Source: an optimization exercise on an open RTL-to-GDS flow (aim: small area, a short achievable clock period and few clock cycles). Production flows keep margins and buffers that such runs may drop.
No functional check of the RTL was part of any run shown here.

## flow/flow/run.sh

```bash
#!/bin/bash
# The standard layout, with one extra step between synthesis and floorplan:
# invopt.py removes the inverters that Yosys's full-adder extraction leaves between
# adders (see invopt.py). Each tool's output goes to a log of its own.
set -euo pipefail
R=orfs/results/$FLOW_PLATFORM/geofence/base
LIB=$FLOW_HOME/platforms/$FLOW_PLATFORM/lib/sky130_fd_sc_hd__tt_025C_1v80.lib
bash standard.sh synth > synth.log 2>&1
cp $R/1_2_yosys.v 1_2_yosys.synth.v
python3 flow/invopt.py $LIB 1_2_yosys.synth.v 1_2_yosys.invopt.v > invopt.log 2>&1
cp 1_2_yosys.invopt.v $R/1_2_yosys.v
bash standard.sh "CTS_ARGS=-sink_clustering_enable -repair_clock_nets -buf_list {sky130_fd_sc_hd__clkbuf_4 sky130_fd_sc_hd__clkbuf_8} -sink_clustering_size 30 -sink_clustering_max_diameter 100 -dont_use_dummy_load" finish > layout.log 2>&1
```

## flow/flow/invopt.py

```python
#!/usr/bin/env python3
"""Polarity clean-up of a mapped sky130hd netlist (Yosys write_verilog output).

Yosys's extract_fa maps many full adders in inverted form (inverted inputs and outputs),
which leaves inverters between adders. A full adder is self-dual: FA(~a,~b,~c) gives
(~sum, ~cout). This script removes every inverter, then picks for each full adder whether
to use it inverted, and for some single-output gates whether to swap them for their
complement (and2 <-> nand2, ...), so that as few inverters as possible are needed; it
then adds one inverter per signal whose complement is still needed. The function of the
netlist and its registers are unchanged.

usage: invopt.py lib in.v out.v"""
import re, sys, random

lib_path, src, dst = sys.argv[1:4]
P = "sky130_fd_sc_hd__"

# cell areas and pin directions from the liberty file
areas, pins, cur, curpin = {}, {}, None, None
for line in open(lib_path):
    m = re.match(r'\s*cell \("(\w+)"\)', line)
    if m:
        cur = m.group(1); pins[cur] = {}; continue
    m = re.match(r'\s*area\s*:\s*([0-9.]+)', line)
    if m and cur and cur not in areas:
        areas[cur] = float(m.group(1))
    m = re.match(r'\s*pin \("(\w+)"\)', line)
    if m and cur:
        curpin = m.group(1); continue
    m = re.match(r'\s*direction\s*:\s*"?(\w+)"?', line)
    if m and cur and curpin:
        pins[cur][curpin] = m.group(1); curpin = None

PAIRS = [("and2", "nand2"), ("or2", "nor2"), ("xor2", "xnor2"), ("and3", "nand3"),
         ("or3", "nor3"), ("and4", "nand4"), ("or4", "nor4"), ("a21o", "a21oi"),
         ("o21a", "o21ai"), ("a22o", "a22oi"), ("o22a", "o22ai"), ("a211o", "a211oi"),
         ("o211a", "o211ai"), ("a31o", "a31oi"), ("o31a", "o31ai"), ("xor3", "xnor3"),
         ("buf", "inv"), ("clkbuf", "inv"), ("a221o", "a221oi"), ("o221a", "o221ai"),
         ("a41o", "a41oi"), ("o41a", "o41ai"), ("a32o", "a32oi"), ("o32a", "o32ai"),
         ("mux2", "mux2i")]
COMP = {}
for a, b, d in [(a, b, d) for a, b in PAIRS for d in ("_4", "_2", "_1")] + \
        [(b, a, d) for a, b in PAIRS for d in ("_4", "_2", "_1")]:
    x, y = P + a + d, P + b + "_1"
    if a == "inv":
        continue
    if x in pins and y in pins:
        ix = sorted(p for p, d in pins[x].items() if d == "input")
        iy = sorted(p for p, d in pins[y].items() if d == "input")
        ox = [p for p, d in pins[x].items() if d == "output"]
        oy = [p for p, d in pins[y].items() if d == "output"]
        if ix == iy and len(ox) == 1 and len(oy) == 1:
            COMP[x] = (y, ox[0], oy[0])
INV = re.compile(P + r"(inv|clkinv)_\d+$")
FA = P + "fa_1"
HA = P + "ha_1"

text = open(src).read()
mod = re.search(r"module\s+(\w+)\s*\((.*?)\);(.*)endmodule", text, re.S)
body = mod.group(3)
outputs = set()
for m in re.finditer(r"^\s*output\s+(\[[^\]]*\]\s*)?(\w+)\s*;", body, re.M):
    outputs.add(m.group(2))
inputs = set()
for m in re.finditer(r"^\s*input\s+(\[[^\]]*\]\s*)?(\w+)\s*;", body, re.M):
    inputs.add(m.group(2))

cell_re = re.compile(r"^\s*(" + P + r"\w+)\s+(\S+)\s*\((.*?)\);", re.M | re.S)
pin_re = re.compile(r"\.(\w+)\(\s*(.*?)\s*\)\s*(?:,|$)", re.S)
cells = []
for m in cell_re.finditer(body):
    t, name, conns = m.group(1), m.group(2), m.group(3)
    pc = [(p, n.strip()) for p, n in pin_re.findall(conns)]
    cells.append([t, name, pc])
if re.search(r"^\s*assign\s", body, re.M):
    sys.exit("netlist has assign statements")
other = cell_re.sub("", body)

def is_out(t, p):
    return pins[t].get(p) == "output"

# nets driven by inverters: net -> input net
inv_of = {}
for t, name, pc in cells:
    if INV.match(t):
        d = dict(pc); inv_of[d["Y"]] = d["A"]
def base(n):
    pol = 0
    while n in inv_of:
        n = inv_of[n]; pol ^= 1
    return n, pol

for o in outputs:
    if base(o)[1] or o in inv_of:
        sys.exit("output port driven by an inverter")

# variables: full adders (flip all pins) and complementable gates (flip the output)
var_of_cell = {}
driver_var = {}   # base net -> var index (its physical polarity)
nvar = 0
ctype = []
for i, (t, name, pc) in enumerate(cells):
    if INV.match(t):
        continue
    if t == FA or t in COMP or t == HA:
        var_of_cell[i] = nvar; ctype.append(t); nvar += 1
        if t != HA:
            for p, n in pc:
                if is_out(t, p):
                    driver_var[n] = var_of_cell[i]
val = [0] * nvar

# loads: (cell index, pin, base net, literal polarity, var of load or None)
loads = {}
for i, (t, name, pc) in enumerate(cells):
    if INV.match(t):
        continue
    for p, n in pc:
        if is_out(t, p):
            continue
        b, pol = base(n)
        v = var_of_cell[i] if t in (FA, HA) else None
        loads.setdefault(b, []).append((i, p, pol, v))
for o in outputs:
    loads.setdefault(o, []).append((None, o, 0, None))

sig_of_var = {}
for b in loads:
    if b in driver_var:
        sig_of_var.setdefault(driver_var[b], []).append(b)
for_var_loads = {}
for b, ls in loads.items():
    for (i, p, pol, v) in ls:
        if v is not None:
            for_var_loads.setdefault(v, set()).add(b)

inv_area = areas[P + "inv_1"]
def sig_cost(b):
    ph = val[driver_var[b]] if b in driver_var else 0
    need = False
    for (i, p, pol, v) in loads[b]:
        req = pol ^ (val[v] if v is not None else 0)
        if req != ph:
            need = True; break
    return inv_area if need else 0.0
def var_cost(v):
    t = ctype[v]
    if t == FA:
        return 0.0
    if t == HA:
        return (areas[P + "xor2_1"] + areas[P + "nor2_1"]) if val[v] else areas[t]
    return areas[COMP[t][0]] if val[v] else areas[t]
def touched(v):
    s = set(sig_of_var.get(v, [])) | for_var_loads.get(v, set())
    return s

total = sum(sig_cost(b) for b in loads) + sum(var_cost(v) for v in range(nvar))
start = total + inv_area * 0
orig = sum(areas[t] for t, n, pc in cells if INV.match(t) or t == FA or t in COMP)
order = list(range(nvar))
rng = random.Random(1)
def delta(v):
    ss = touched(v)
    before = sum(sig_cost(b) for b in ss) + var_cost(v)
    val[v] ^= 1
    after = sum(sig_cost(b) for b in ss) + var_cost(v)
    val[v] ^= 1
    return after - before
def descend():
    global total
    improved = True
    while improved:
        improved = False
        rng.shuffle(order)
        for v in order:
            d = delta(v)
            if d < -1e-9 or (d < 1e-9 and rng.random() < 0.3):
                val[v] ^= 1; total += d
                if d < -1e-9:
                    improved = True
descend()
best, best_val = total, list(val)
for it in range(300):
    for v in rng.sample(range(nvar), max(1, nvar // 30)):
        total += delta(v); val[v] ^= 1
    descend()
    if total < best - 1e-9:
        best, best_val = total, list(val)
    else:
        val[:] = best_val; total = best

# rewrite
def W(n):
    return n + " " if n.startswith("\\") else n
new_cells = []
inv_net = {}
k = 0
for b in sorted(loads):
    ph = val[driver_var[b]] if b in driver_var else 0
    for (i, p, pol, v) in loads[b]:
        req = pol ^ (val[v] if v is not None else 0)
        if req != ph and b not in inv_net:
            k += 1
            inv_net[b] = f"invopt_{k}"
            new_cells.append(f"  {P}inv_1 invopt_c{k} (\n    .A({W(b)}),\n    .Y({inv_net[b]})\n  );")
conn = {}
for b, ls in loads.items():
    ph = val[driver_var[b]] if b in driver_var else 0
    for (i, p, pol, v) in ls:
        req = pol ^ (val[v] if v is not None else 0)
        net = b if req == ph else inv_net[b]
        if i is None:
            if net != p:
                sys.exit("output port polarity")
            continue
        conn[(i, p)] = net
conn = {k: W(n) for k, n in conn.items()}
out_cells = []
for i, (t, name, pc) in enumerate(cells):
    if INV.match(t):
        continue
    if t == HA and val[var_of_cell[i]]:
        d = dict(pc)
        a, b = conn[(i, "A")], conn[(i, "B")]
        if "SUM" in d:
            out_cells.append(f"  {P}xor2_1 {name}_s (\n    .A({a}),\n    .B({b}),\n    .X({W(d['SUM'])})\n  );")
        if "COUT" in d:
            out_cells.append(f"  {P}nor2_1 {name}_c (\n    .A({a}),\n    .B({b}),\n    .Y({W(d['COUT'])})\n  );")
        continue
    nt = t
    opin = {}
    if i in var_of_cell and t != FA and val[var_of_cell[i]]:
        nt, po, pn = COMP[t]
        opin[po] = pn
    items = []
    for p, n in pc:
        if is_out(t, p):
            items.append(f"    .{opin.get(p, p)}({W(n)})")
        else:
            items.append(f"    .{p}({conn[(i, p)]})")
    out_cells.append(f"  {nt} {name} (\n" + ",\n".join(items) + "\n  );")
decl = "\n".join(f"  wire {inv_net[b]};" for b in sorted(inv_net, key=lambda b: inv_net[b]))
newbody = other.rstrip() + "\n" + decl + "\n" + "\n".join(out_cells + new_cells) + "\n"
out = text[:mod.start(3)] + newbody + text[mod.end(3):]
open(dst, "w").write(out)
ninv0 = sum(1 for t, n, pc in cells if INV.match(t))
nflip = sum(1 for v in range(nvar) if val[v] and ctype[v] in (FA, HA))
ncomp = sum(1 for v in range(nvar) if val[v] and ctype[v] != FA)
sys.stderr.write(f"invopt: inverters {ninv0} -> {k}, adders flipped {nflip}, gates swapped {ncomp}, "
                 f"area of touched cells {orig:.1f} -> {total:.1f}\n")
```

## flow/standard.sh

```bash
#!/bin/bash
# synth_recipe.tcl (not shown) runs the flow's synth.tcl, then flattens the netlist and writes it again
# the make line also repeats each setting of config.mk as NAME=value (left out here)
make -C /OpenROAD-flow-scripts/flow DESIGN_CONFIG=/design/flow/config.mk WORK_HOME=/design/flow/orfs CLKGATE_MAP_FILE= SYNTH_SCRIPT=/design/flow/synth_recipe.tcl "${@:-finish}"
```

## flow/config.mk

```make
export PLATFORM = sky130hd
export DESIGN_NAME = geofence
export DESIGN_NICKNAME = geofence
export VERILOG_FILES = /design/flow/design.v
export SDC_FILE = /design/flow/constraint.sdc
export NUM_CORES = 4
export LEC_CHECK = 0
export CAP_MARGIN = 20
export CORE_MARGIN = 2
export CORE_UTILIZATION = 40
export CTS_BUF_LIST = sky130_fd_sc_hd__clkbuf_4 sky130_fd_sc_hd__clkbuf_8
export CTS_CLUSTER_DIAMETER = 100
export CTS_CLUSTER_SIZE = 30
export PLACE_DENSITY = 0.6
export SETUP_SLACK_MARGIN = 5
export SLEW_MARGIN = 20
```

## flow/constraint.sdc

```tcl
create_clock -name core_clock -period 12.0 [get_ports {clk}]
set_input_delay 2.4000 -clock core_clock [delete_from_list [all_inputs] [get_ports {clk}]]
set_output_delay 2.4000 -clock core_clock [all_outputs]
set_load 0.01 [all_outputs]
```

## flow/design.v

```verilog
module geofence(clk, reset, X, Y, valid, is_inside);
input clk;
input reset;
input [9:0] X;
input [9:0] Y;
output reg valid;
output reg is_inside;
reg [3:0] phase;             
reg [9:0] px, py;            
reg sx, sy;                  
reg [9:0] mxn, my;           
reg lsx, lsy, rsx, rsy;
reg [9:0] lmx, lmyn, rmx, rmyn;    
wire [9:0] mx = ~mxn, lmy = ~lmyn, rmy = ~rmyn;
reg ins;
wire [10:0] dx = {1'b0, X} - {1'b0, px};
wire [10:0] dy = {1'b0, Y} - {1'b0, py};
wire [9:0] ax = (dx[9:0] ^ {10{dx[10]}}) + {9'd0, dx[10]};
wire [9:0] ay = (dy[9:0] ^ {10{dy[10]}}) + {9'd0, dy[10]};
wire zx = mx == 10'd0, zy = my == 10'd0;
wire zlx = lmx == 10'd0, zly = lmy == 10'd0;
wire zrx = rmx == 10'd0, zry = rmy == 10'd0;
wire a_le, a_lt;              
xsgn ua(.a(lmx), .b(my), .c(lmy), .d(mx), .le(a_le), .lt(a_lt));
wire a_s1 = lsx ^ sy, a_s2 = lsy ^ sx;
wire a_nz = !(zlx || zy) || !(zly || zx);
wire an  = (a_s1 == a_s2) ? (a_s1 ? !a_le : a_lt) : (a_s1 && a_nz);    
wire anz = (a_s1 == a_s2) ? (a_s1 ? !a_lt : a_le) : (a_s1 || !a_nz);   
wire b_le, b_lt;
xsgn ub(.a(mx), .b(rmy), .c(my), .d(rmx), .le(b_le), .lt(b_lt));
wire b_s1 = sx ^ rsy, b_s2 = sy ^ rsx;
wire b_nz = !(zx || zry) || !(zy || zrx);
wire bn  = (b_s1 == b_s2) ? (b_s1 ? !b_le : b_lt) : (b_s1 && b_nz);
wire bnz = (b_s1 == b_s2) ? (b_s1 ? !b_lt : b_le) : (b_s1 || !b_nz);
wire opp = (!zx && (sx ^ lsx)) || (!zy && (sy ^ lsy));
wire hit = (zx && zy) || (an && bnz) || (anz && bn) || (anz && !an && bnz && !bn && opp);
wire newl = an && !bnz;       
wire newr = !anz && bn;       
always @(posedge clk or posedge reset) begin
    if (reset) phase <= 4'd0;
    else if (phase == 4'd8) phase <= 4'd0;
    else if (phase == 4'd6 && (ins || hit)) phase <= 4'd8;   
    else phase <= phase + 4'd1;
end
always @(posedge clk) begin
    sx <= dx[10]; mxn <= ~ax;
    sy <= dy[10]; my <= ay;
end
always @(posedge clk) begin
    if (phase == 4'd0) begin
        px <= X;
        py <= Y;
    end
    if (phase == 4'd2) begin
        lsx <= sx; lmx <= mx; lsy <= sy; lmyn <= ~my;
        rsx <= sx; rmx <= mx; rsy <= sy; rmyn <= ~my;
        ins <= zx && zy;
    end else if (phase >= 4'd3 && phase <= 4'd7) begin
        if (hit) ins <= 1'b1;
        if (newl) begin lsx <= sx; lmx <= mx; lsy <= sy; lmyn <= ~my; end
        if (newr) begin rsx <= sx; rmx <= mx; rsy <= sy; rmyn <= ~my; end
    end
end
always @(posedge clk or posedge reset) begin
    if (reset) begin
        valid <= 1'b0;
        is_inside <= 1'b0;
    end else begin
        valid <= (phase == 4'd7) || (phase == 4'd6 && (ins || hit));
        is_inside <= (phase == 4'd6 || phase == 4'd7) && (ins || hit);
    end
end
endmodule
module xsgn(input [9:0] a, input [9:0] b, input [9:0] c, input [9:0] d, output le, output lt);
wire t1 = (a[0] & b[9]) ^ ~(c[0] & d[9]) ^ (a[1] & b[8]);
wire t2 = ((a[0] & b[9]) & ~(c[0] & d[9])) | ((a[0] & b[9]) & (a[1] & b[8])) | (~(c[0] & d[9]) & (a[1] & b[8]));
wire t3 = (a[1] & b[9]) ^ ~(c[1] & d[9]);
wire t4 = (a[1] & b[9]) & ~(c[1] & d[9]);
wire t5 = (a[0] & b[6]) ^ ~(c[0] & d[6]) ^ (a[1] & b[5]);
wire t6 = ((a[0] & b[6]) & ~(c[0] & d[6])) | ((a[0] & b[6]) & (a[1] & b[5])) | (~(c[0] & d[6]) & (a[1] & b[5]));
wire t7 = (a[0] & b[7]) ^ ~(c[0] & d[7]) ^ (a[1] & b[6]);
wire t8 = ((a[0] & b[7]) & ~(c[0] & d[7])) | ((a[0] & b[7]) & (a[1] & b[6])) | (~(c[0] & d[7]) & (a[1] & b[6]));
wire t9 = ~(c[1] & d[6]) ^ (a[2] & b[5]) ^ ~(c[2] & d[5]);
wire t10 = (~(c[1] & d[6]) & (a[2] & b[5])) | (~(c[1] & d[6]) & ~(c[2] & d[5])) | ((a[2] & b[5]) & ~(c[2] & d[5]));
wire t11 = (a[3] & b[4]) ^ ~(c[3] & d[4]);
wire t12 = (a[3] & b[4]) & ~(c[3] & d[4]);
wire t13 = (a[0] & b[8]) ^ ~(c[0] & d[8]) ^ (a[1] & b[7]);
wire t14 = ((a[0] & b[8]) & ~(c[0] & d[8])) | ((a[0] & b[8]) & (a[1] & b[7])) | (~(c[0] & d[8]) & (a[1] & b[7]));
wire t15 = ~(c[1] & d[7]) ^ (a[2] & b[6]) ^ ~(c[2] & d[6]);
wire t16 = (~(c[1] & d[7]) & (a[2] & b[6])) | (~(c[1] & d[7]) & ~(c[2] & d[6])) | ((a[2] & b[6]) & ~(c[2] & d[6]));
wire t17 = (a[3] & b[5]) ^ ~(c[3] & d[5]) ^ (a[4] & b[4]);
wire t18 = ((a[3] & b[5]) & ~(c[3] & d[5])) | ((a[3] & b[5]) & (a[4] & b[4])) | (~(c[3] & d[5]) & (a[4] & b[4]));
wire t19 = ~(c[4] & d[4]) ^ (a[5] & b[3]) ^ ~(c[5] & d[3]);
wire t20 = (~(c[4] & d[4]) & (a[5] & b[3])) | (~(c[4] & d[4]) & ~(c[5] & d[3])) | ((a[5] & b[3]) & ~(c[5] & d[3]));
wire t21 = (a[6] & b[2]) ^ ~(c[6] & d[2]);
wire t22 = (a[6] & b[2]) & ~(c[6] & d[2]);
wire t23 = ~(c[1] & d[8]) ^ (a[2] & b[7]) ^ ~(c[2] & d[7]);
wire t24 = (~(c[1] & d[8]) & (a[2] & b[7])) | (~(c[1] & d[8]) & ~(c[2] & d[7])) | ((a[2] & b[7]) & ~(c[2] & d[7]));
wire t25 = (a[3] & b[6]) ^ ~(c[3] & d[6]) ^ (a[4] & b[5]);
wire t26 = ((a[3] & b[6]) & ~(c[3] & d[6])) | ((a[3] & b[6]) & (a[4] & b[5])) | (~(c[3] & d[6]) & (a[4] & b[5]));
wire t27 = ~(c[4] & d[5]) ^ (a[5] & b[4]) ^ ~(c[5] & d[4]);
wire t28 = (~(c[4] & d[5]) & (a[5] & b[4])) | (~(c[4] & d[5]) & ~(c[5] & d[4])) | ((a[5] & b[4]) & ~(c[5] & d[4]));
wire t29 = (a[6] & b[3]) ^ ~(c[6] & d[3]) ^ (a[7] & b[2]);
wire t30 = ((a[6] & b[3]) & ~(c[6] & d[3])) | ((a[6] & b[3]) & (a[7] & b[2])) | (~(c[6] & d[3]) & (a[7] & b[2]));
wire t31 = ~(c[7] & d[2]) ^ (a[8] & b[1]) ^ ~(c[8] & d[1]);
wire t32 = (~(c[7] & d[2]) & (a[8] & b[1])) | (~(c[7] & d[2]) & ~(c[8] & d[1])) | ((a[8] & b[1]) & ~(c[8] & d[1]));
wire t33 = (a[9] & b[0]) ^ ~(c[9] & d[0]);
wire t34 = (a[9] & b[0]) & ~(c[9] & d[0]);
wire t35 = (a[2] & b[8]) ^ ~(c[2] & d[8]) ^ (a[3] & b[7]);
wire t36 = ((a[2] & b[8]) & ~(c[2] & d[8])) | ((a[2] & b[8]) & (a[3] & b[7])) | (~(c[2] & d[8]) & (a[3] & b[7]));
wire t37 = ~(c[3] & d[7]) ^ (a[4] & b[6]) ^ ~(c[4] & d[6]);
wire t38 = (~(c[3] & d[7]) & (a[4] & b[6])) | (~(c[3] & d[7]) & ~(c[4] & d[6])) | ((a[4] & b[6]) & ~(c[4] & d[6]));
wire t39 = (a[5] & b[5]) ^ ~(c[5] & d[5]) ^ (a[6] & b[4]);
wire t40 = ((a[5] & b[5]) & ~(c[5] & d[5])) | ((a[5] & b[5]) & (a[6] & b[4])) | (~(c[5] & d[5]) & (a[6] & b[4]));
wire t41 = ~(c[6] & d[4]) ^ (a[7] & b[3]) ^ ~(c[7] & d[3]);
wire t42 = (~(c[6] & d[4]) & (a[7] & b[3])) | (~(c[6] & d[4]) & ~(c[7] & d[3])) | ((a[7] & b[3]) & ~(c[7] & d[3]));
wire t43 = (a[8] & b[2]) ^ ~(c[8] & d[2]) ^ (a[9] & b[1]);
wire t44 = ((a[8] & b[2]) & ~(c[8] & d[2])) | ((a[8] & b[2]) & (a[9] & b[1])) | (~(c[8] & d[2]) & (a[9] & b[1]));
wire t45 = ~(c[9] & d[1]) ^ 1'b1 ^ t2;
wire t46 = (~(c[9] & d[1]) & 1'b1) | (~(c[9] & d[1]) & t2) | (1'b1 & t2);
wire t47 = (a[2] & b[9]) ^ ~(c[2] & d[9]) ^ (a[3] & b[8]);
wire t48 = ((a[2] & b[9]) & ~(c[2] & d[9])) | ((a[2] & b[9]) & (a[3] & b[8])) | (~(c[2] & d[9]) & (a[3] & b[8]));
wire t49 = ~(c[3] & d[8]) ^ (a[4] & b[7]) ^ ~(c[4] & d[7]);
wire t50 = (~(c[3] & d[8]) & (a[4] & b[7])) | (~(c[3] & d[8]) & ~(c[4] & d[7])) | ((a[4] & b[7]) & ~(c[4] & d[7]));
wire t51 = (a[5] & b[6]) ^ ~(c[5] & d[6]) ^ (a[6] & b[5]);
wire t52 = ((a[5] & b[6]) & ~(c[5] & d[6])) | ((a[5] & b[6]) & (a[6] & b[5])) | (~(c[5] & d[6]) & (a[6] & b[5]));
wire t53 = ~(c[6] & d[5]) ^ (a[7] & b[4]) ^ ~(c[7] & d[4]);
wire t54 = (~(c[6] & d[5]) & (a[7] & b[4])) | (~(c[6] & d[5]) & ~(c[7] & d[4])) | ((a[7] & b[4]) & ~(c[7] & d[4]));
wire t55 = (a[8] & b[3]) ^ ~(c[8] & d[3]) ^ (a[9] & b[2]);
wire t56 = ((a[8] & b[3]) & ~(c[8] & d[3])) | ((a[8] & b[3]) & (a[9] & b[2])) | (~(c[8] & d[3]) & (a[9] & b[2]));
wire t57 = (a[3] & b[9]) ^ ~(c[3] & d[9]) ^ (a[4] & b[8]);
wire t58 = ((a[3] & b[9]) & ~(c[3] & d[9])) | ((a[3] & b[9]) & (a[4] & b[8])) | (~(c[3] & d[9]) & (a[4] & b[8]));
wire t59 = ~(c[4] & d[8]) ^ (a[5] & b[7]) ^ ~(c[5] & d[7]);
wire t60 = (~(c[4] & d[8]) & (a[5] & b[7])) | (~(c[4] & d[8]) & ~(c[5] & d[7])) | ((a[5] & b[7]) & ~(c[5] & d[7]));
wire t61 = (a[6] & b[6]) ^ ~(c[6] & d[6]) ^ (a[7] & b[5]);
wire t62 = ((a[6] & b[6]) & ~(c[6] & d[6])) | ((a[6] & b[6]) & (a[7] & b[5])) | (~(c[6] & d[6]) & (a[7] & b[5]));
wire t63 = (a[4] & b[9]) ^ ~(c[4] & d[9]) ^ (a[5] & b[8]);
wire t64 = ((a[4] & b[9]) & ~(c[4] & d[9])) | ((a[4] & b[9]) & (a[5] & b[8])) | (~(c[4] & d[9]) & (a[5] & b[8]));
wire t65 = (a[0] & b[4]) ^ ~(c[0] & d[4]) ^ (a[1] & b[3]);
wire t66 = ((a[0] & b[4]) & ~(c[0] & d[4])) | ((a[0] & b[4]) & (a[1] & b[3])) | (~(c[0] & d[4]) & (a[1] & b[3]));
wire t67 = (a[0] & b[5]) ^ ~(c[0] & d[5]) ^ (a[1] & b[4]);
wire t68 = ((a[0] & b[5]) & ~(c[0] & d[5])) | ((a[0] & b[5]) & (a[1] & b[4])) | (~(c[0] & d[5]) & (a[1] & b[4]));
wire t69 = ~(c[1] & d[4]) ^ (a[2] & b[3]) ^ ~(c[2] & d[3]);
wire t70 = (~(c[1] & d[4]) & (a[2] & b[3])) | (~(c[1] & d[4]) & ~(c[2] & d[3])) | ((a[2] & b[3]) & ~(c[2] & d[3]));
wire t71 = (a[3] & b[2]) ^ ~(c[3] & d[2]);
wire t72 = (a[3] & b[2]) & ~(c[3] & d[2]);
wire t73 = ~(c[1] & d[5]) ^ (a[2] & b[4]) ^ ~(c[2] & d[4]);
wire t74 = (~(c[1] & d[5]) & (a[2] & b[4])) | (~(c[1] & d[5]) & ~(c[2] & d[4])) | ((a[2] & b[4]) & ~(c[2] & d[4]));
wire t75 = (a[3] & b[3]) ^ ~(c[3] & d[3]) ^ (a[4] & b[2]);
wire t76 = ((a[3] & b[3]) & ~(c[3] & d[3])) | ((a[3] & b[3]) & (a[4] & b[2])) | (~(c[3] & d[3]) & (a[4] & b[2]));
wire t77 = ~(c[4] & d[2]) ^ (a[5] & b[1]) ^ ~(c[5] & d[1]);
wire t78 = (~(c[4] & d[2]) & (a[5] & b[1])) | (~(c[4] & d[2]) & ~(c[5] & d[1])) | ((a[5] & b[1]) & ~(c[5] & d[1]));
wire t79 = (a[6] & b[0]) ^ ~(c[6] & d[0]);
wire t80 = (a[6] & b[0]) & ~(c[6] & d[0]);
wire t81 = (a[4] & b[3]) ^ ~(c[4] & d[3]) ^ (a[5] & b[2]);
wire t82 = ((a[4] & b[3]) & ~(c[4] & d[3])) | ((a[4] & b[3]) & (a[5] & b[2])) | (~(c[4] & d[3]) & (a[5] & b[2]));
wire t83 = ~(c[5] & d[2]) ^ (a[6] & b[1]) ^ ~(c[6] & d[1]);
wire t84 = (~(c[5] & d[2]) & (a[6] & b[1])) | (~(c[5] & d[2]) & ~(c[6] & d[1])) | ((a[6] & b[1]) & ~(c[6] & d[1]));
wire t85 = (a[7] & b[0]) ^ ~(c[7] & d[0]) ^ 1'b1;
wire t86 = ((a[7] & b[0]) & ~(c[7] & d[0])) | ((a[7] & b[0]) & 1'b1) | (~(c[7] & d[0]) & 1'b1);
wire t87 = t6 ^ t7 ^ t9;
wire t88 = (t6 & t7) | (t6 & t9) | (t7 & t9);
wire t89 = (a[7] & b[1]) ^ ~(c[7] & d[1]) ^ (a[8] & b[0]);
wire t90 = ((a[7] & b[1]) & ~(c[7] & d[1])) | ((a[7] & b[1]) & (a[8] & b[0])) | (~(c[7] & d[1]) & (a[8] & b[0]));
wire t91 = ~(c[8] & d[0]) ^ 1'b1 ^ t8;
wire t92 = (~(c[8] & d[0]) & 1'b1) | (~(c[8] & d[0]) & t8) | (1'b1 & t8);
wire t93 = t10 ^ t12 ^ t13;
wire t94 = (t10 & t12) | (t10 & t13) | (t12 & t13);
wire t95 = t15 ^ t17 ^ t19;
wire t96 = (t15 & t17) | (t15 & t19) | (t17 & t19);
wire t97 = 1'b1 ^ t1 ^ t14;
wire t98 = (1'b1 & t1) | (1'b1 & t14) | (t1 & t14);
wire t99 = t16 ^ t18 ^ t20;
wire t100 = (t16 & t18) | (t16 & t20) | (t18 & t20);
wire t101 = t22 ^ t23 ^ t25;
wire t102 = (t22 & t23) | (t22 & t25) | (t23 & t25);
wire t103 = t27 ^ t29 ^ t31;
wire t104 = (t27 & t29) | (t27 & t31) | (t29 & t31);
wire t105 = t3 ^ t24 ^ t26;
wire t106 = (t3 & t24) | (t3 & t26) | (t24 & t26);
wire t107 = t28 ^ t30 ^ t32;
wire t108 = (t28 & t30) | (t28 & t32) | (t30 & t32);
wire t109 = t34 ^ t35 ^ t37;
wire t110 = (t34 & t35) | (t34 & t37) | (t35 & t37);
wire t111 = t39 ^ t41 ^ t43;
wire t112 = (t39 & t41) | (t39 & t43) | (t41 & t43);
wire t113 = ~(c[9] & d[2]) ^ t4 ^ t36;
wire t114 = (~(c[9] & d[2]) & t4) | (~(c[9] & d[2]) & t36) | (t4 & t36);
wire t115 = t38 ^ t40 ^ t42;
wire t116 = (t38 & t40) | (t38 & t42) | (t40 & t42);
wire t117 = t44 ^ t46 ^ t47;
wire t118 = (t44 & t46) | (t44 & t47) | (t46 & t47);
wire t119 = t49 ^ t51 ^ t53;
wire t120 = (t49 & t51) | (t49 & t53) | (t51 & t53);
wire t121 = ~(c[7] & d[5]) ^ (a[8] & b[4]) ^ ~(c[8] & d[4]);
wire t122 = (~(c[7] & d[5]) & (a[8] & b[4])) | (~(c[7] & d[5]) & ~(c[8] & d[4])) | ((a[8] & b[4]) & ~(c[8] & d[4]));
wire t123 = (a[9] & b[3]) ^ ~(c[9] & d[3]) ^ t48;
wire t124 = ((a[9] & b[3]) & ~(c[9] & d[3])) | ((a[9] & b[3]) & t48) | (~(c[9] & d[3]) & t48);
wire t125 = t50 ^ t52 ^ t54;
wire t126 = (t50 & t52) | (t50 & t54) | (t52 & t54);
wire t127 = t56 ^ t57 ^ t59;
wire t128 = (t56 & t57) | (t56 & t59) | (t57 & t59);
wire t129 = ~(c[5] & d[8]) ^ (a[6] & b[7]) ^ ~(c[6] & d[7]);
wire t130 = (~(c[5] & d[8]) & (a[6] & b[7])) | (~(c[5] & d[8]) & ~(c[6] & d[7])) | ((a[6] & b[7]) & ~(c[6] & d[7]));
wire t131 = (a[7] & b[6]) ^ ~(c[7] & d[6]) ^ (a[8] & b[5]);
wire t132 = ((a[7] & b[6]) & ~(c[7] & d[6])) | ((a[7] & b[6]) & (a[8] & b[5])) | (~(c[7] & d[6]) & (a[8] & b[5]));
wire t133 = ~(c[8] & d[5]) ^ (a[9] & b[4]) ^ ~(c[9] & d[4]);
wire t134 = (~(c[8] & d[5]) & (a[9] & b[4])) | (~(c[8] & d[5]) & ~(c[9] & d[4])) | ((a[9] & b[4]) & ~(c[9] & d[4]));
wire t135 = t58 ^ t60 ^ t62;
wire t136 = (t58 & t60) | (t58 & t62) | (t60 & t62);
wire t137 = (a[5] & b[9]) ^ ~(c[5] & d[9]) ^ (a[6] & b[8]);
wire t138 = ((a[5] & b[9]) & ~(c[5] & d[9])) | ((a[5] & b[9]) & (a[6] & b[8])) | (~(c[5] & d[9]) & (a[6] & b[8]));
wire t139 = ~(c[6] & d[8]) ^ (a[7] & b[7]) ^ ~(c[7] & d[7]);
wire t140 = (~(c[6] & d[8]) & (a[7] & b[7])) | (~(c[6] & d[8]) & ~(c[7] & d[7])) | ((a[7] & b[7]) & ~(c[7] & d[7]));
wire t141 = (a[8] & b[6]) ^ ~(c[8] & d[6]) ^ (a[9] & b[5]);
wire t142 = ((a[8] & b[6]) & ~(c[8] & d[6])) | ((a[8] & b[6]) & (a[9] & b[5])) | (~(c[8] & d[6]) & (a[9] & b[5]));
wire t143 = (a[6] & b[9]) ^ ~(c[6] & d[9]) ^ (a[7] & b[8]);
wire t144 = ((a[6] & b[9]) & ~(c[6] & d[9])) | ((a[6] & b[9]) & (a[7] & b[8])) | (~(c[6] & d[9]) & (a[7] & b[8]));
wire t145 = (a[0] & b[2]) ^ ~(c[0] & d[2]);
wire t146 = (a[0] & b[2]) & ~(c[0] & d[2]);
wire t147 = (a[0] & b[3]) ^ ~(c[0] & d[3]) ^ (a[1] & b[2]);
wire t148 = ((a[0] & b[3]) & ~(c[0] & d[3])) | ((a[0] & b[3]) & (a[1] & b[2])) | (~(c[0] & d[3]) & (a[1] & b[2]));
wire t149 = ~(c[1] & d[2]) ^ (a[2] & b[1]) ^ ~(c[2] & d[1]);
wire t150 = (~(c[1] & d[2]) & (a[2] & b[1])) | (~(c[1] & d[2]) & ~(c[2] & d[1])) | ((a[2] & b[1]) & ~(c[2] & d[1]));
wire t151 = ~(c[1] & d[3]) ^ (a[2] & b[2]) ^ ~(c[2] & d[2]);
wire t152 = (~(c[1] & d[3]) & (a[2] & b[2])) | (~(c[1] & d[3]) & ~(c[2] & d[2])) | ((a[2] & b[2]) & ~(c[2] & d[2]));
wire t153 = (a[3] & b[1]) ^ ~(c[3] & d[1]) ^ (a[4] & b[0]);
wire t154 = ((a[3] & b[1]) & ~(c[3] & d[1])) | ((a[3] & b[1]) & (a[4] & b[0])) | (~(c[3] & d[1]) & (a[4] & b[0]));
wire t155 = ~(c[4] & d[0]) ^ 1'b1;
wire t156 = ~(c[4] & d[0]) & 1'b1;
wire t157 = (a[4] & b[1]) ^ ~(c[4] & d[1]) ^ (a[5] & b[0]);
wire t158 = ((a[4] & b[1]) & ~(c[4] & d[1])) | ((a[4] & b[1]) & (a[5] & b[0])) | (~(c[4] & d[1]) & (a[5] & b[0]));
wire t159 = ~(c[5] & d[0]) ^ 1'b1 ^ t66;
wire t160 = (~(c[5] & d[0]) & 1'b1) | (~(c[5] & d[0]) & t66) | (1'b1 & t66);
wire t161 = t67 ^ t69 ^ t71;
wire t162 = (t67 & t69) | (t67 & t71) | (t69 & t71);
wire t163 = 1'b1 ^ t5 ^ t68;
wire t164 = (1'b1 & t5) | (1'b1 & t68) | (t5 & t68);
wire t165 = t70 ^ t72 ^ t73;
wire t166 = (t70 & t72) | (t70 & t73) | (t72 & t73);
wire t167 = t75 ^ t77 ^ t79;
wire t168 = (t75 & t77) | (t75 & t79) | (t77 & t79);
wire t169 = t11 ^ t74 ^ t76;
wire t170 = (t11 & t74) | (t11 & t76) | (t74 & t76);
wire t171 = t78 ^ t80 ^ t81;
wire t172 = (t78 & t80) | (t78 & t81) | (t80 & t81);
wire t173 = t83 ^ t85 ^ t87;
wire t174 = (t83 & t85) | (t83 & t87) | (t85 & t87);
wire t175 = t21 ^ t82 ^ t84;
wire t176 = (t21 & t82) | (t21 & t84) | (t82 & t84);
wire t177 = t86 ^ t88 ^ t89;
wire t178 = (t86 & t88) | (t86 & t89) | (t88 & t89);
wire t179 = t91 ^ t93 ^ t95;
wire t180 = (t91 & t93) | (t91 & t95) | (t93 & t95);
wire t181 = t33 ^ t90 ^ t92;
wire t182 = (t33 & t90) | (t33 & t92) | (t90 & t92);
wire t183 = t94 ^ t96 ^ t97;
wire t184 = (t94 & t96) | (t94 & t97) | (t96 & t97);
wire t185 = t99 ^ t101 ^ t103;
wire t186 = (t99 & t101) | (t99 & t103) | (t101 & t103);
wire t187 = t45 ^ t98 ^ t100;
wire t188 = (t45 & t98) | (t45 & t100) | (t98 & t100);
wire t189 = t102 ^ t104 ^ t105;
wire t190 = (t102 & t104) | (t102 & t105) | (t104 & t105);
wire t191 = t107 ^ t109 ^ t111;
wire t192 = (t107 & t109) | (t107 & t111) | (t109 & t111);
wire t193 = t55 ^ t106 ^ t108;
wire t194 = (t55 & t106) | (t55 & t108) | (t106 & t108);
wire t195 = t110 ^ t112 ^ t113;
wire t196 = (t110 & t112) | (t110 & t113) | (t112 & t113);
wire t197 = t115 ^ t117 ^ t119;
wire t198 = (t115 & t117) | (t115 & t119) | (t117 & t119);
wire t199 = t61 ^ t114 ^ t116;
wire t200 = (t61 & t114) | (t61 & t116) | (t114 & t116);
wire t201 = t118 ^ t120 ^ t121;
wire t202 = (t118 & t120) | (t118 & t121) | (t120 & t121);
wire t203 = t123 ^ t125 ^ t127;
wire t204 = (t123 & t125) | (t123 & t127) | (t125 & t127);
wire t205 = t63 ^ t122 ^ t124;
wire t206 = (t63 & t122) | (t63 & t124) | (t122 & t124);
wire t207 = t126 ^ t128 ^ t129;
wire t208 = (t126 & t128) | (t126 & t129) | (t128 & t129);
wire t209 = t131 ^ t133 ^ t135;
wire t210 = (t131 & t133) | (t131 & t135) | (t133 & t135);
wire t211 = ~(c[9] & d[5]) ^ t64 ^ t130;
wire t212 = (~(c[9] & d[5]) & t64) | (~(c[9] & d[5]) & t130) | (t64 & t130);
wire t213 = t132 ^ t134 ^ t136;
wire t214 = (t132 & t134) | (t132 & t136) | (t134 & t136);
wire t215 = t137 ^ t139 ^ t141;
wire t216 = (t137 & t139) | (t137 & t141) | (t139 & t141);
wire t217 = ~(c[7] & d[8]) ^ (a[8] & b[7]) ^ ~(c[8] & d[7]);
wire t218 = (~(c[7] & d[8]) & (a[8] & b[7])) | (~(c[7] & d[8]) & ~(c[8] & d[7])) | ((a[8] & b[7]) & ~(c[8] & d[7]));
wire t219 = (a[9] & b[6]) ^ ~(c[9] & d[6]) ^ t138;
wire t220 = ((a[9] & b[6]) & ~(c[9] & d[6])) | ((a[9] & b[6]) & t138) | (~(c[9] & d[6]) & t138);
wire t221 = t140 ^ t142 ^ t143;
wire t222 = (t140 & t142) | (t140 & t143) | (t142 & t143);
wire t223 = (a[7] & b[9]) ^ ~(c[7] & d[9]) ^ (a[8] & b[8]);
wire t224 = ((a[7] & b[9]) & ~(c[7] & d[9])) | ((a[7] & b[9]) & (a[8] & b[8])) | (~(c[7] & d[9]) & (a[8] & b[8]));
wire t225 = ~(c[8] & d[8]) ^ (a[9] & b[7]) ^ ~(c[9] & d[7]);
wire t226 = (~(c[8] & d[8]) & (a[9] & b[7])) | (~(c[8] & d[8]) & ~(c[9] & d[7])) | ((a[9] & b[7]) & ~(c[9] & d[7]));
wire t227 = (a[0] & b[1]) ^ ~(c[0] & d[1]);
wire t228 = (a[0] & b[1]) & ~(c[0] & d[1]);
wire t229 = (a[1] & b[1]) ^ ~(c[1] & d[1]) ^ (a[2] & b[0]);
wire t230 = ((a[1] & b[1]) & ~(c[1] & d[1])) | ((a[1] & b[1]) & (a[2] & b[0])) | (~(c[1] & d[1]) & (a[2] & b[0]));
wire t231 = ~(c[2] & d[0]) ^ 1'b1;
wire t232 = ~(c[2] & d[0]) & 1'b1;
wire t233 = (a[3] & b[0]) ^ ~(c[3] & d[0]) ^ 1'b1;
wire t234 = ((a[3] & b[0]) & ~(c[3] & d[0])) | ((a[3] & b[0]) & 1'b1) | (~(c[3] & d[0]) & 1'b1);
wire t235 = t146 ^ t147 ^ t149;
wire t236 = (t146 & t147) | (t146 & t149) | (t147 & t149);
wire t237 = t65 ^ t148 ^ t150;
wire t238 = (t65 & t148) | (t65 & t150) | (t148 & t150);
wire t239 = t151 ^ t153 ^ t155;
wire t240 = (t151 & t153) | (t151 & t155) | (t153 & t155);
wire t241 = t152 ^ t154 ^ t156;
wire t242 = (t152 & t154) | (t152 & t156) | (t154 & t156);
wire t243 = t157 ^ t159 ^ t161;
wire t244 = (t157 & t159) | (t157 & t161) | (t159 & t161);
wire t245 = t158 ^ t160 ^ t162;
wire t246 = (t158 & t160) | (t158 & t162) | (t160 & t162);
wire t247 = t163 ^ t165 ^ t167;
wire t248 = (t163 & t165) | (t163 & t167) | (t165 & t167);
wire t249 = t164 ^ t166 ^ t168;
wire t250 = (t164 & t166) | (t164 & t168) | (t166 & t168);
wire t251 = t169 ^ t171 ^ t173;
wire t252 = (t169 & t171) | (t169 & t173) | (t171 & t173);
wire t253 = t170 ^ t172 ^ t174;
wire t254 = (t170 & t172) | (t170 & t174) | (t172 & t174);
wire t255 = t175 ^ t177 ^ t179;
wire t256 = (t175 & t177) | (t175 & t179) | (t177 & t179);
wire t257 = t176 ^ t178 ^ t180;
wire t258 = (t176 & t178) | (t176 & t180) | (t178 & t180);
wire t259 = t181 ^ t183 ^ t185;
wire t260 = (t181 & t183) | (t181 & t185) | (t183 & t185);
wire t261 = t182 ^ t184 ^ t186;
wire t262 = (t182 & t184) | (t182 & t186) | (t184 & t186);
wire t263 = t187 ^ t189 ^ t191;
wire t264 = (t187 & t189) | (t187 & t191) | (t189 & t191);
wire t265 = t188 ^ t190 ^ t192;
wire t266 = (t188 & t190) | (t188 & t192) | (t190 & t192);
wire t267 = t193 ^ t195 ^ t197;
wire t268 = (t193 & t195) | (t193 & t197) | (t195 & t197);
wire t269 = t194 ^ t196 ^ t198;
wire t270 = (t194 & t196) | (t194 & t198) | (t196 & t198);
wire t271 = t199 ^ t201 ^ t203;
wire t272 = (t199 & t201) | (t199 & t203) | (t201 & t203);
wire t273 = t200 ^ t202 ^ t204;
wire t274 = (t200 & t202) | (t200 & t204) | (t202 & t204);
wire t275 = t205 ^ t207 ^ t209;
wire t276 = (t205 & t207) | (t205 & t209) | (t207 & t209);
wire t277 = t206 ^ t208 ^ t210;
wire t278 = (t206 & t208) | (t206 & t210) | (t208 & t210);
wire t279 = t211 ^ t213 ^ t215;
wire t280 = (t211 & t213) | (t211 & t215) | (t213 & t215);
wire t281 = t212 ^ t214 ^ t216;
wire t282 = (t212 & t214) | (t212 & t216) | (t214 & t216);
wire t283 = t217 ^ t219 ^ t221;
wire t284 = (t217 & t219) | (t217 & t221) | (t219 & t221);
wire t285 = t144 ^ t218 ^ t220;
wire t286 = (t144 & t218) | (t144 & t220) | (t218 & t220);
wire t287 = t222 ^ t223 ^ t225;
wire t288 = (t222 & t223) | (t222 & t225) | (t223 & t225);
wire t289 = (a[8] & b[9]) ^ ~(c[8] & d[9]) ^ (a[9] & b[8]);
wire t290 = ((a[8] & b[9]) & ~(c[8] & d[9])) | ((a[8] & b[9]) & (a[9] & b[8])) | (~(c[8] & d[9]) & (a[9] & b[8]));
wire t291 = ~(c[9] & d[8]) ^ t224 ^ t226;
wire t292 = (~(c[9] & d[8]) & t224) | (~(c[9] & d[8]) & t226) | (t224 & t226);
wire t293 = (a[1] & b[0]) ^ ~(c[1] & d[0]);
wire t294 = (a[1] & b[0]) & ~(c[1] & d[0]);
wire t295 = t145 ^ t228 ^ t229;
wire t296 = (t145 & t228) | (t145 & t229) | (t228 & t229);
wire t297 = t230 ^ t232 ^ t233;
wire t298 = (t230 & t232) | (t230 & t233) | (t232 & t233);
wire t299 = t234 ^ t236 ^ t237;
wire t300 = (t234 & t236) | (t234 & t237) | (t236 & t237);
wire t301 = t238 ^ t240 ^ t241;
wire t302 = (t238 & t240) | (t238 & t241) | (t240 & t241);
wire t303 = t242 ^ t244 ^ t245;
wire t304 = (t242 & t244) | (t242 & t245) | (t244 & t245);
wire t305 = t246 ^ t248 ^ t249;
wire t306 = (t246 & t248) | (t246 & t249) | (t248 & t249);
wire t307 = t250 ^ t252 ^ t253;
wire t308 = (t250 & t252) | (t250 & t253) | (t252 & t253);
wire t309 = t254 ^ t256 ^ t257;
wire t310 = (t254 & t256) | (t254 & t257) | (t256 & t257);
wire t311 = t258 ^ t260 ^ t261;
wire t312 = (t258 & t260) | (t258 & t261) | (t260 & t261);
wire t313 = t262 ^ t264 ^ t265;
wire t314 = (t262 & t264) | (t262 & t265) | (t264 & t265);
wire t315 = t266 ^ t268 ^ t269;
wire t316 = (t266 & t268) | (t266 & t269) | (t268 & t269);
wire t317 = t270 ^ t272 ^ t273;
wire t318 = (t270 & t272) | (t270 & t273) | (t272 & t273);
wire t319 = t274 ^ t276 ^ t277;
wire t320 = (t274 & t276) | (t274 & t277) | (t276 & t277);
wire t321 = t278 ^ t280 ^ t281;
wire t322 = (t278 & t280) | (t278 & t281) | (t280 & t281);
wire t323 = t282 ^ t284 ^ t285;
wire t324 = (t282 & t284) | (t282 & t285) | (t284 & t285);
wire t325 = t286 ^ t288 ^ t289;
wire t326 = (t286 & t288) | (t286 & t289) | (t288 & t289);
wire t327 = (a[9] & b[9]) ^ ~(c[9] & d[9]) ^ t290;
wire t328 = ((a[9] & b[9]) & ~(c[9] & d[9])) | ((a[9] & b[9]) & t290) | (~(c[9] & d[9]) & t290);
wire t329 = 1'b1 ^ t227;
wire t330 = 1'b1 & t227;
wire t331 = t231 ^ t294 ^ t295;
wire t332 = (t231 & t294) | (t231 & t295) | (t294 & t295);
wire t333 = t235 ^ t296 ^ t297;
wire t334 = (t235 & t296) | (t235 & t297) | (t296 & t297);
wire t335 = t239 ^ t298 ^ t299;
wire t336 = (t239 & t298) | (t239 & t299) | (t298 & t299);
wire t337 = t243 ^ t300 ^ t301;
wire t338 = (t243 & t300) | (t243 & t301) | (t300 & t301);
wire t339 = t247 ^ t302 ^ t303;
wire t340 = (t247 & t302) | (t247 & t303) | (t302 & t303);
wire t341 = t251 ^ t304 ^ t305;
wire t342 = (t251 & t304) | (t251 & t305) | (t304 & t305);
wire t343 = t255 ^ t306 ^ t307;
wire t344 = (t255 & t306) | (t255 & t307) | (t306 & t307);
wire t345 = t259 ^ t308 ^ t309;
wire t346 = (t259 & t308) | (t259 & t309) | (t308 & t309);
wire t347 = t263 ^ t310 ^ t311;
wire t348 = (t263 & t310) | (t263 & t311) | (t310 & t311);
wire t349 = t267 ^ t312 ^ t313;
wire t350 = (t267 & t312) | (t267 & t313) | (t312 & t313);
wire t351 = t271 ^ t314 ^ t315;
wire t352 = (t271 & t314) | (t271 & t315) | (t314 & t315);
wire t353 = t275 ^ t316 ^ t317;
wire t354 = (t275 & t316) | (t275 & t317) | (t316 & t317);
wire t355 = t279 ^ t318 ^ t319;
wire t356 = (t279 & t318) | (t279 & t319) | (t318 & t319);
wire t357 = t283 ^ t320 ^ t321;
wire t358 = (t283 & t320) | (t283 & t321) | (t320 & t321);
wire t359 = t287 ^ t322 ^ t323;
wire t360 = (t287 & t322) | (t287 & t323) | (t322 & t323);
wire t361 = t291 ^ t324 ^ t325;
wire t362 = (t291 & t324) | (t291 & t325) | (t324 & t325);
wire t363 = t292 ^ t326 ^ t327;
wire t364 = (t292 & t326) | (t292 & t327) | (t326 & t327);
wire [20:0] x = {1'b1, t328, t362, t360, t358, t356, t354, t352, t350, t348, t346, t344, t342, t340, t338, t336, t334, t332, t330, t293, (a[0] & b[0])};
wire [20:0] y = {1'b0, t364, t363, t361, t359, t357, t355, t353, t351, t349, t347, t345, t343, t341, t339, t337, t335, t333, t331, t329, ~(c[0] & d[0])};
wire [19:0] g = x[19:0] & y[19:0];
wire [19:0] p = x[19:0] | y[19:0];
wire G1 = g[1] | (p[1] & g[0]);
wire P1 = p[1] & p[0];
wire G2 = g[4] | (p[4] & g[3]);
wire P2 = p[4] & p[3];
wire G3 = G2 | (P2 & g[2]);
wire P3 = P2 & p[2];
wire G4 = G3 | (P3 & G1);
wire P4 = P3 & P1;
wire G5 = g[6] | (p[6] & g[5]);
wire P5 = p[6] & p[5];
wire G6 = g[9] | (p[9] & g[8]);
wire P6 = p[9] & p[8];
wire G7 = G6 | (P6 & g[7]);
wire P7 = P6 & p[7];
wire G8 = G7 | (P7 & G5);
wire P8 = P7 & P5;
wire G9 = G8 | (P8 & G4);
wire P9 = P8 & P4;
wire G10 = g[11] | (p[11] & g[10]);
wire P10 = p[11] & p[10];
wire G11 = g[14] | (p[14] & g[13]);
wire P11 = p[14] & p[13];
wire G12 = G11 | (P11 & g[12]);
wire P12 = P11 & p[12];
wire G13 = G12 | (P12 & G10);
wire P13 = P12 & P10;
wire G14 = g[16] | (p[16] & g[15]);
wire P14 = p[16] & p[15];
wire G15 = g[19] | (p[19] & g[18]);
wire P15 = p[19] & p[18];
wire G16 = G15 | (P15 & g[17]);
wire P16 = P15 & p[17];
wire G17 = G16 | (P16 & G14);
wire P17 = P16 & P14;
wire G18 = G17 | (P17 & G13);
wire P18 = P17 & P13;
wire G19 = G18 | (P18 & G9);
wire P19 = P18 & P9;
wire top = x[20] ^ y[20];
assign le = top ^ G19;
assign lt = top ^ (G19 | P19);
endmodule
```

==> run_results.csv, run 1 <==
group,metric,value,unit
sta,worst_pin_slew,0.6738,ns
setup_path,cp_slowest_cell,"dfxtp_2",
sta,slew_violations,0,
layout,layout_common_cells,"fa_1, nor2_1, nand2_1",
floorplanning,rows,69,
layout,final_cells,1905,
logic_synthesis,syn_avg_cell_area,9.927,sq um
drt,dr.pass1.iters,7,
setup_path,worstSetupStartpointType,"flip-flop",
floorplanning,io_pins,24,
sta,finalSetupTns,0,ns
logic_synthesis,syn-cell-area,14520,sq um
clock_network,clockBufferDepth,2,
layout,final_common_cell,"fa_1",
setup_path,critPathMaxFanout,22,
global_routing,antenna_found_initial,0,
setup_path,path_delay_family,"adder cells",
drt,drt_iter0_drc,748,
setup_path,worst-path-buf-inv,4,
setup_path,crit_chain,"inv_1, clkinvlp_4, nand2_1, fa_1, fa_1, fa_1, fa_1, inv_1, fa_1, fa_1, a22o_1, a221o_1, nor3_2, o21ai_1, o211ai_2, o21a_1, mux2i_1, or3_1, a21oi_2, buf_6",
drt,drt_wl_total,38870,um
layout,syn_to_final_growth,6.100,%
logic_synthesis,syn_nets,1846,
floorplanning,placeableCoreArea,35660,sq um
layout,nNetsFinal,1829,
global_routing,grt_start_max_net_pins,23,
layout,fin_area,15410,sq um
floorplanning,die_w,194.5,um
drt,drc_errors,0,
drt,ant_nets,0,
drt,dr_total_vias,10420,
sta,clock.fmax,0.1485,GHz
clock_network,cts.sinks,93,
setup_path,cp.required,12.05,ns
floorplanning,start_util,40.73,%
floorplanning,dieArea,37850,sq um
place,dpl-instance-area,15190,sq um
global_routing,track_usage,21.72,%
drt,viasPerCell,5.468,
job,maxCapViolations,0,
place,place.gp.congestion,0.8631,
setup_path,r2r_cells,20,
setup_path,cp.arrival,6.78,ns
global_routing,grt_pass1_wl,62590,um
sta,hold_viol,0,
worst_hold_path,holdCritPathClass,"flip-flop to flip-flop",
logic_synthesis,synth_warnings,1,
clock_network,cts_tree,"done",
layout,filler_cell_count,3452,
global_routing,grt-ovfl-total,0,
place,dpl.cell_count,1892,
drt,wl_per_cell,20.40,um
sta,fin_crit_sh,56.11,%
setup_path,cp_slowest_stage_delay,0.58,ns
global_routing,grtUsageMet2,36.78,%
worst_hold_path,min_path_cells,3,
run_status,outcome,"complete, no violations",
global_routing,busiest_layer,"met2",
setup_path,end_kind,"flip-flop",
layout,diodes,0,
clock_network,clk_latency,0.38,ns
sta,slew-limit-headroom,55.08,%
sta,fin_skew,0.02968,ns
sta,setup_viol,0,
sta,finalCriticalPeriod,6.734,ns
clock_network,numCtsBuffers,9,
layout,drive_above_1_share,6.163,%
global_routing,grtUsageMet3,4.026,%
clock_network,cts.clk_slew.worst_paths,0.08,ns
clock_network,htree_num_levels,3,
logic_synthesis,synth_cells,1463,
place,io_buffers,23,
sta,grt_setup_unrepaired,"false",
setup_path,cp.depth,20,
setup_path,cp_common_cell,"fa_1",
global_routing,grt_pass1_vias,11510,
floorplanning,die_h,194.5,um
place,dp_hpwl,29290,um
global_routing,grtUsageMet1,27.59,%
setup_path,critPathKind,"flip-flop to flip-flop",
clock_network,ctsRootBufferMaster,"clkbuf_8",
-- metrics by stage --
step | setup slack, ns | hold slack [ns] | utilization [%]
floorplan | 5.166 | 0.4578 | -
global placement | 4.487 | 0.5572 | 42.59
detailed placement | 4.480 | 0.5587 | 42.60
CTS | 5.058 | 0.6063 | 43.03
global route | 5.030 | 0.6279 | 43.22
finish | 5.266 | 0.6072 | 43.22
-- final timing paths --
kind | endpoint | from | slack [ns]
min reg2reg | my[0]$_DFF_P_ | py[0]$_DFFE_PN_ | 0.61
max reg2reg | lmx[2]$_DFFE_PP_ | my[6]$_DFF_P_ | 5.27
max | lmx[2]$_DFFE_PP_ | my[6]$_DFF_P_ | 5.27
min in group asynchronous | is_inside$_DFF_PP0_ | reset | 2.21
max in group asynchronous | phase[2]$_DFF_PP0_ | reset | 9.60
min | my[0]$_DFF_P_ | py[0]$_DFFE_PN_ | 0.61
-- routing by layer --
layer	vias to the layer above	wire length, um	part of all wire, %
li1	4530	-	-
met1	5307	15200	39
met2	461	18940	49
met3	119	3059	7.9
met4	0	1666	4.3
met5	-	0	0
-- layout make-up --
type | count | area, sq um | share of cell area, %
Tap cell | 461 | 576.8 | 3.743
Sequential cell | 93 | 2559 | 16.61
Timing Repair Buffer | 41 | 372.9 | 2.420
Inverter | 156 | 619.3 | 4.019
Clock buffer | 9 | 123.9 | 0.8039
Multi-Input combinational cell | 1145 | 11160 | 72.41
-- worst min-delay path, cell delays in order, from the launching register on --
cell      delay (ns)
edfxtp_1        0.32
inv_1           0.05
xor2_1          0.16
inv_1           0.05
-- flip-flops by register name, indices dropped and copies added (netlist names), 4 cells and up --
signal / flops
lmx: 10
lmyn: 10
mxn: 10
my: 10
phase: 4
px: 10
py: 10
rmx: 10
rmyn: 10
-- repair_timing --
action,in CTS,in global routing
setup endpoints to repair,51,45
buffers inserted,0,4
endpoints found under the hold margin,0,0
gates cloned,0,0
hold buffers,0,0
resized for setup,13,11
==> inputs of run 2 (changes only) <==
--- a/flow/flow/run.sh
+++ b/flow/flow/run.sh
@@ -9,4 +9,4 @@
 cp $R/1_2_yosys.v 1_2_yosys.synth.v
 python3 flow/invopt.py $LIB 1_2_yosys.synth.v 1_2_yosys.invopt.v > invopt.log 2>&1
 cp 1_2_yosys.invopt.v $R/1_2_yosys.v
-bash standard.sh "CTS_ARGS=-sink_clustering_enable -repair_clock_nets -buf_list {sky130_fd_sc_hd__clkbuf_4 sky130_fd_sc_hd__clkbuf_8} -sink_clustering_size 30 -sink_clustering_max_diameter 100 -dont_use_dummy_load" finish > layout.log 2>&1
+bash standard.sh finish > layout.log 2>&1
--- a/flow/config.mk
+++ b/flow/config.mk
@@ -8,9 +8,6 @@
 export CAP_MARGIN = 20
 export CORE_MARGIN = 2
 export CORE_UTILIZATION = 40
-export CTS_BUF_LIST = sky130_fd_sc_hd__clkbuf_4 sky130_fd_sc_hd__clkbuf_8
-export CTS_CLUSTER_DIAMETER = 100
-export CTS_CLUSTER_SIZE = 30
 export PLACE_DENSITY = 0.6
 export SETUP_SLACK_MARGIN = 5
 export SLEW_MARGIN = 20
==> run_results.csv, run 2 <==
group,metric,value,unit
run_status,outcome,"complete, no violations",
setup_path,critPathKind,"flip-flop to flip-flop",
place,io_buffers,23,
clock_network,numCtsBuffers,9,
clock_network,cts.clk_slew.worst_paths,0.07,ns
layout,filler_cell_count,3435,
drt,drt_wl_total,38920,um
global_routing,grt_pass1_wl,62690,um
floorplanning,dieArea,37850,sq um
layout,fin_util,43.68,%
worst_hold_path,holdCritPathClass,"flip-flop to flip-flop",
clock_network,clk_latency,0.35,ns
drt,wl_per_cell,20.36,um
sta,slew-limit-headroom,53.52,%
sta,clock.fmax,0.1470,GHz
sta,fin_ws,5.199,ns
layout,multi_input_area,11160,sq um
floorplanning,rows,69,
floorplanning,io_pins,24,
logic_synthesis,syn_avg_cell_area,9.927,sq um
sta,fin_hold_ws,0.5905,ns
sta,worst_pin_slew,0.6973,ns
global_routing,grt_pass1_vias,11520,
job,maxCapViolations,0,
clock_network,cts_tree,"done",
layout,final_common_cell,"fa_1",
sta,hold_viol,0,
drt,dr.pass1.iters,4,
global_routing,antenna_found_initial,0,
drt,drt_iter0_drc,806,
sta,finalSetupTns,0,ns
setup_path,critPathMaxFanout,22,
layout,nNetsFinal,1829,
setup_path,end_kind,"flip-flop",
logic_synthesis,syn-cell-area,14520,sq um
floorplanning,die_h,194.5,um
logic_synthesis,synth_warnings,1,
clock_network,htree_num_levels,3,
drt,viasPerCell,5.476,
drt,dr_total_vias,10470,
global_routing,track_usage,21.71,%
layout,drive_above_1_share,6.409,%
clock_network,clockBufferDepth,2,
layout,diodes,0,
layout,seqCellArea,2556,sq um
global_routing,grt-ovfl-total,0,
layout,syn_to_final_growth,7.245,%
floorplanning,placeableCoreArea,35660,sq um
sta,fin_skew,0.01013,ns
floorplanning,start_util,40.73,%
drt,drc_errors,0,
sta,grt_setup_unrepaired,"false",
sta,fin_crit_sh,56.67,%
place,place.gp.congestion,0.8631,
layout,layout_common_cells,"fa_1, nor2_1, nand2_1",
sta,setup_viol,0,
clock_network,cts.sinks,93,
logic_synthesis,syn_nets,1846,
logic_synthesis,synth_cells,1463,
setup_path,cp.required,12.03,ns
place,place_ws,4.480,ns
clock_network,ctsRootBufferMaster,"clkbuf_16",
floorplanning,die_w,194.5,um
setup_path,worstSetupStartpointType,"flip-flop",
drt,ant_nets,0,
place,dp_hpwl,29290,um
sta,slew_violations,0,
setup_path,cp.arrival,6.83,ns
global_routing,grt_start_max_net_pins,23,
sta,finalCriticalPeriod,6.801,ns
-- run 2: cell count changes in the layout (fill, tap and decap cells not counted), sizes merged --
cell | before | now
clkbuf | 9 | 11
clkinvlp | 9 | 7
inv | 147 | 153
clkinv | 0 | 1
-- run 2: critical path, cell delays in order, from the launching register on --
cell        delay, ns
dfxtp_2          0.59
inv_1            0.17
clkinvlp_4       0.27
nor2_1           0.11
fa_1             0.45
fa_1             0.48
fa_1             0.48
fa_1             0.52
inv_1            0.05
fa_1             0.39
fa_1             0.47
a22o_1           0.22
a221o_1          0.35
nor3_2           0.28
o21ai_1          0.22
o211ai_2         0.30
o21a_1           0.17
mux2i_1          0.10
or3_1            0.41
a21oi_2          0.16
buf_6            0.25
-- run 2: metal layers --
layer	GRT usage, %	routed length [um]
met4	8.547	1515
met5	0	0
met3	3.956	3110
met2	36.85	19100
met1	27.59	15200
-- run 2: path summary, 6_finish.rpt --
check,start,to,slack [ns],cells after the start
max,mxn[4]$_DFF_P_,lmyn[2]$_DFFE_PP_,5.20,20
min in group asynchronous,reset,phase[3]$_DFF_PP0_,2.25,2
min,sx$_DFF_P_,lsx$_DFFE_PP_,0.59,0
max in group asynchronous,reset,phase[0]$_DFF_PP0_,9.55,2
max reg2reg,mxn[4]$_DFF_P_,lmyn[2]$_DFFE_PP_,5.20,20
min reg2reg,sx$_DFF_P_,lsx$_DFFE_PP_,0.59,0
-- run 2: what timing repair did --
action | 4_1_cts | 5_1_grt
endpoints found under the setup margin | 51 | 45
pin swaps | 0 | 0
hold endpoints to repair | 0 | 0
resized for setup | 13 | 8
buffers inserted | 0 | 4
hold buffers | 0 | 0
-- run 2: stage by stage --
step,cell area (sq um),instances
6_report,15570,1912
5_1_grt,15570,1912
4_1_cts,15520,1908
3_5_place_dp,15190,1892
3_3_place_gp,15190,1892
2_1_floorplan,14520,1463
-- run 2: final cells by class --
type / count / share of cell area, %
Clock inverter: 5 / 0.2330
Tap cell: 461 / 3.703
Inverter: 156 / 3.928
Clock buffer: 11 / 1.695
Sequential cell: 93 / 16.41
Timing Repair Buffer: 41 / 2.394
Multi-Input combinational cell: 1145 / 71.63

static timing again, ports no longer ideal:
How much do the figures lean on ideal ports? The routed layouts below were timed once more, with nothing changed but the port constraints.
Step 1, drivers: a clkbuf_16 drives clk and a buf_2 each remaining input, both assumed.
Step 2 adds t to the input delays and takes it off the output delays; t is the mean of the earliest and latest rising clock arrival at the registers after step 1. Input paths then give back, and output paths get back, about the clock's delay inside the block.
Slacks: ideal ports / drivers / drivers and shift; pairs: ideal ports / drivers.
run | t, ns | setup slack, ns | worst register clock-pin slew, ns
run 1 | 0.410 | 5.266 / 5.266 / 5.266 | 0.09 / 0.09
run 2 | 0.390 | 5.199 / 5.199 / 5.199 | 0.07 / 0.07
After both steps setup and hold are still met in every run listed.
